What follows belongs to an exercise in optimizing a design on an open flow for a short achievable clock period and few clock cycles; a production flow would make more cautious choices.
The RTL was checked by simulation tests, not by an equivalence proof against the original design.

## v6
// msprocessor
module msprocessor(clk,RESET,RUN,MemAddr,MemRData,MemWE,MemWData);
For scale: roughly 1400 cells after synthesis, ~250 flip-flops, ~36 I/O pins, ~15000 sq um of cells after synthesis.
==> module msprocessor, before the edit <==
module msprocessor(clk,RESET,RUN,MemAddr,MemRData,MemWE,MemWData);
input clk, RESET, RUN;
output [7:0] MemAddr;     
input [15:0] MemRData;    
output MemWE;             
output [7:0] MemWData;
reg [7:0] A;         
reg [7:0] pc;        
reg dmode;           
reg st;              
reg [7:0] wd;        
reg halted;
reg Zf, Cf;
reg [7:0] R [0:6];   
reg [7:0] opA;       
reg [7:0] opB;       
reg [7:0] opS;       
reg e_cin;           
reg e_we;            
reg [2:0] e_wreg;
reg e_setf;          
reg e_arith, e_and, e_or, e_xor, e_rol, e_ror, e_shl, e_asr, e_lsr, e_pass;
reg [15:0] cdat [0:3];
reg [5:0] ctag [0:3];
reg [3:0] cv;
reg fill;            
reg [15:0] cw;       
reg chit;            
assign MemAddr = A;
assign MemWData = wd;
assign MemWE = st & RUN;
wire [8:0] e_sum = {1'b0, opA} + {1'b0, opB} + {8'b0, e_cin};
wire [7:0] e_res =
	  ({8{e_arith}} & e_sum[7:0])
	| ({8{e_and}} & (opA & opB))
	| ({8{e_or}}  & (opA | opB))
	| ({8{e_xor}} & (opA ^ opB))
	| ({8{e_rol}} & {opS[6:0], opS[7]})
	| ({8{e_ror}} & {opS[0], opS[7:1]})
	| ({8{e_shl}} & {opS[6:0], 1'b0})
	| ({8{e_asr}} & {opS[7], opS[7:1]})
	| ({8{e_lsr}} & {1'b0, opS[7:1]})
	| ({8{e_pass}} & opB);
wire e_zarith = &(~((opA ^ opB) ^ {opA[6:0] | opB[6:0], e_cin}));
wire e_zlogic = ~|(({8{e_and}} & (opA & opB)) | ({8{e_or}} & (opA | opB)) | ({8{e_xor}} & (opA ^ opB)));
wire Zn = e_setf ? (e_arith ? e_zarith : e_zlogic) : Zf;
wire Cn = e_setf ? (e_arith & e_sum[8]) : Cf;
wire f_go = !dmode || chit;
wire [15:0] I = dmode ? cw : MemRData;
wire f_dp   = I[15:14] == 2'b00;
wire f_mem  = I[15:14] == 2'b01;
wire f_br   = I[15:14] == 2'b10;
wire f_halt = I[15:14] == 2'b11;
wire f_ldr  = f_mem && I[13:12] == 2'b00;
wire f_ldi  = f_mem && I[13:12] == 2'b01;
wire f_str  = f_mem && I[13:12] == 2'b10;
wire [2:0] cond = I[13:11];
wire f_bl   = f_br && cond == 3'b001;
wire f_bx   = f_br && cond == 3'b010;
wire [4:0] op = I[13:9];
wire f_dpv  = f_dp && op <= 5'd10;
wire [7:0] pc1 = pc + 8'd1;
wire [7:0] pc2 = pc + 8'd2;
wire [7:0] w_data = dmode ? MemRData[7:0] : e_res;
wire [2:0] i_n = I[5:3];
wire [2:0] i_m = I[2:0];
wire [2:0] i_d = I[8:6];
wire [2:0] i_x = I[10:8];
wire [7:0] r_n = (i_n == 3'd7) ? pc2 : (e_we && e_wreg == i_n) ? w_data : R[i_n];
wire [7:0] r_m = (i_m == 3'd7) ? pc2 : (e_we && e_wreg == i_m) ? w_data : R[i_m];
wire [7:0] r_d = (i_d == 3'd7) ? pc2 : (e_we && e_wreg == i_d) ? w_data : R[i_d];
wire [7:0] r_x = (i_x == 3'd7) ? pc2 : (e_we && e_wreg == i_x) ? w_data : R[i_x];
reg taken;
always @* begin
	case (cond)
		3'b000: taken = 1'b1;
		3'b001: taken = 1'b1;
		3'b011: taken = Zn;
		3'b100: taken = !Zn;
		3'b101: taken = Cn;
		3'b110: taken = !Cn;
		default: taken = 1'b0;
	endcase
end
wire [7:0] target = pc2 + I[7:0];
wire [7:0] nxt = f_bx ? r_x : (f_br && taken) ? target : pc1;
wire f_sub = op == 5'd1;
wire [1:0] lk = pc1[1:0];
wire lhit = cv[lk] && ctag[lk] == pc1[7:2] && !(dmode && st && A == pc1);
integer i;
always @(posedge clk) begin
	if (RESET) begin
		A <= 8'h00;
		pc <= 8'h00;
		dmode <= 1'b0;
		st <= 1'b0;
		halted <= 1'b0;
		e_we <= 1'b0;
		e_setf <= 1'b0;
		Zf <= 1'b0;
		Cf <= 1'b0;
		fill <= 1'b0;
		cv <= 4'b0000;
		for (i = 0; i < 7; i = i + 1) R[i] <= 8'h00;
	end else if (RUN) begin
		if (e_we) R[e_wreg] <= w_data;
		if (e_setf) begin
			Zf <= Zn;
			Cf <= Cn;
		end
		if (fill) begin
			cdat[pc[1:0]] <= MemRData;
			ctag[pc[1:0]] <= pc[7:2];
			cv[pc[1:0]] <= 1'b1;
		end
		if (dmode && st && ctag[A[1:0]] == A[7:2]) cv[A[1:0]] <= 1'b0;
		e_we <= 1'b0;
		e_setf <= 1'b0;
		dmode <= 1'b0;
		st <= 1'b0;
		fill <= 1'b0;
		if (halted) begin
		end else if (!f_go) begin
			A <= pc;
			fill <= 1'b1;
		end else if (f_halt) begin
			halted <= 1'b1;
		end else if (f_ldr || f_str) begin
			dmode <= 1'b1;
			st <= f_str;
			e_we <= f_ldr && i_d != 3'd7;
			e_wreg <= i_d;
			wd <= r_d;
			A <= r_n;
			pc <= pc1;
			cw <= cdat[lk];
			chit <= lhit;
		end else begin
			e_we <= (f_dpv && i_d != 3'd7) || (f_ldi && i_x != 3'd7) || f_bl;
			e_setf <= f_dp && op <= 5'd4;
			e_wreg <= f_ldi ? i_x : f_bl ? 3'd6 : i_d;
			opA <= r_n;
			opB <= f_ldi ? I[7:0] : f_bl ? pc1 : f_sub ? ~r_m : r_m;
			opS <= r_d;
			e_cin <= f_sub;
			e_arith <= f_dp && (op == 5'd0 || op == 5'd1);
			e_and <= f_dp && op == 5'd2;
			e_or  <= f_dp && op == 5'd3;
			e_xor <= f_dp && op == 5'd4;
			e_rol <= f_dp && op == 5'd6;
			e_ror <= f_dp && op == 5'd7;
			e_shl <= f_dp && op == 5'd8;
			e_asr <= f_dp && op == 5'd9;
			e_lsr <= f_dp && op == 5'd10;
			e_pass <= f_ldi || f_bl;
			A <= nxt;
			pc <= nxt;
		end
	end
end
endmodule
Settings: LEC_CHECK=0, ABC_CLOCK_PERIOD_IN_PS=3000, CAP_MARGIN=20, CORE_MARGIN=2, CORE_UTILIZATION=40, PLACE_DENSITY=0.6, SETUP_SLACK_MARGIN=4.4, SLEW_MARGIN=20; clock period 7.5 ns.
run.sh (not shown) runs the stock make flow with config.mk's settings and CLKGATE_MAP_FILE= SYNTH_SCRIPT=/design/flow/synth_recipe.tcl, a recipe that flattens the netlist after the stock synthesis.
Testbench counts of v6, summed over its fixed seeds: cycles 13,870.
Setup changes, v6 to v7
--- a/flow/design.v
+++ b/flow/design.v
@@ -746,9 +746,10 @@
 reg chit;            
 assign MemAddr = A;
 assign MemWData = wd;
 assign MemWE = st & RUN;
-wire [8:0] e_sum = {1'b0, opA} + {1'b0, opB} + {8'b0, e_cin};
+wire [8:0] e_sum;
+ks_add8 e_add(.a(opA), .b(opB), .cin(e_cin), .s(e_sum[7:0]), .cout(e_sum[8]));
 wire [7:0] e_res =
 	  ({8{e_arith}} & e_sum[7:0])
 	| ({8{e_and}} & (opA & opB))
 	| ({8{e_or}}  & (opA | opB))
@@ -776,10 +777,16 @@
 wire f_bl   = f_br && cond == 3'b001;
 wire f_bx   = f_br && cond == 3'b010;
 wire [4:0] op = I[13:9];
 wire f_dpv  = f_dp && op <= 5'd10;
-wire [7:0] pc1 = pc + 8'd1;
-wire [7:0] pc2 = pc + 8'd2;
+reg [7:0] pc1, pc2;
+integer b;
+always @* begin
+	for (b = 0; b < 8; b = b + 1) begin
+		pc1[b] = pc[b] ^ ((pc & ((8'd1 << b) - 8'd1)) == ((8'd1 << b) - 8'd1));
+		pc2[b] = (b == 0) ? pc[0] : pc[b] ^ ((pc & ((8'd1 << b) - 8'd2)) == ((8'd1 << b) - 8'd2));
+	end
+end
 wire [7:0] w_data = dmode ? MemRData[7:0] : e_res;
 wire [2:0] i_n = I[5:3];
 wire [2:0] i_m = I[2:0];
 wire [2:0] i_d = I[8:6];
@@ -799,9 +806,10 @@
 		3'b110: taken = !Cn;
 		default: taken = 1'b0;
 	endcase
 end
-wire [7:0] target = pc2 + I[7:0];
+wire [7:0] target;
+ks_add8 t_add(.a(pc2), .b(I[7:0]), .cin(1'b0), .s(target), .cout());
 wire [7:0] nxt = f_bx ? r_x : (f_br && taken) ? target : pc1;
 wire f_sub = op == 5'd1;
 wire [1:0] lk = pc1[1:0];
 wire lhit = cv[lk] && ctag[lk] == pc1[7:2] && !(dmode && st && A == pc1);
@@ -876,4 +884,46 @@
 		end
 	end
 end
 endmodule
+module ks_add8(a, b, cin, s, cout);
+input [7:0] a, b;
+input cin;
+output [7:0] s;
+output cout;
+wire [8:0] g0 = {a & b, cin};
+wire [8:0] p0 = {a ^ b, 1'b0};
+wire [8:0] g1, p1, g2, p2, g3, p3, g4;
+genvar j;
+generate
+	for (j = 0; j < 9; j = j + 1) begin : pre
+		if (j >= 1) begin
+			assign g1[j] = g0[j] | (p0[j] & g0[j-1]);
+			assign p1[j] = p0[j] & p0[j-1];
+		end else begin
+			assign g1[j] = g0[j];
+			assign p1[j] = p0[j];
+		end
+		if (j >= 2) begin
+			assign g2[j] = g1[j] | (p1[j] & g1[j-2]);
+			assign p2[j] = p1[j] & p1[j-2];
+		end else begin
+			assign g2[j] = g1[j];
+			assign p2[j] = p1[j];
+		end
+		if (j >= 4) begin
+			assign g3[j] = g2[j] | (p2[j] & g2[j-4]);
+			assign p3[j] = p2[j] & p2[j-4];
+		end else begin
+			assign g3[j] = g2[j];
+			assign p3[j] = p2[j];
+		end
+		if (j >= 8) begin
+			assign g4[j] = g3[j] | (p3[j] & g3[j-8]);
+		end else begin
+			assign g4[j] = g3[j];
+		end
+	end
+endgenerate
+assign s = p0[8:1] ^ g4[7:0];
+assign cout = g4[8];
+endmodule
[summary]
- Taking v6 as the reference, in v7 floorplan die area +about 5%, post-layout instance area +420 sq um, maximum frequency -1.4%, global-route met1 utilization ~0 delta, post-route met1 wirelength +about 5%.
- Vertical die dimension: v7 vs v6 up 2.4%
- Between v7 and v6, the difference in clock-pin transition on the worst setup and hold timing paths is negligible.
- Of the two values seen for capture point of the critical path, MemWE was produced by v7 and A[6]$_SDFFE_PP0P_ by v6.
Testbench counts of v7, summed over its fixed seeds: cycles 13,870.

[port drivers added, routing unchanged]
In the flow no input, the clock included, has a driving cell. The finished layouts below were timed again as built, in two steps.
Step 1: set_driving_cell puts a clkbuf_16 on clk and a buf_2 on each other input, an assumption about the parent block.
Step 2 moves the port delays by t, midway between the first and last clock arrival at a register: inputs arrive t later, outputs are due t later. That takes back most of the time a late clock gives input paths.
a / b / c = ideal ports / drivers / drivers and shift; a / b = the first two.
run	t, ns	slack for setup (ns)	hold WS [ns]	worst setup path at the end	worst register clock-pin slew, ns
v6	0.617	4.114 / 4.112 / 3.531	0.478 / 0.478 / 0.478	input to register	0.07 / 0.07
v7	0.629	4.068 / 4.037 / 3.650	0.471 / 0.471 / 0.471	input to register	0.07 / 0.07
After both steps setup and hold are still met in every run listed. The setup slack of v6, which loses most, moves by -0.002 ns with the drivers and by -0.583 ns with both steps.
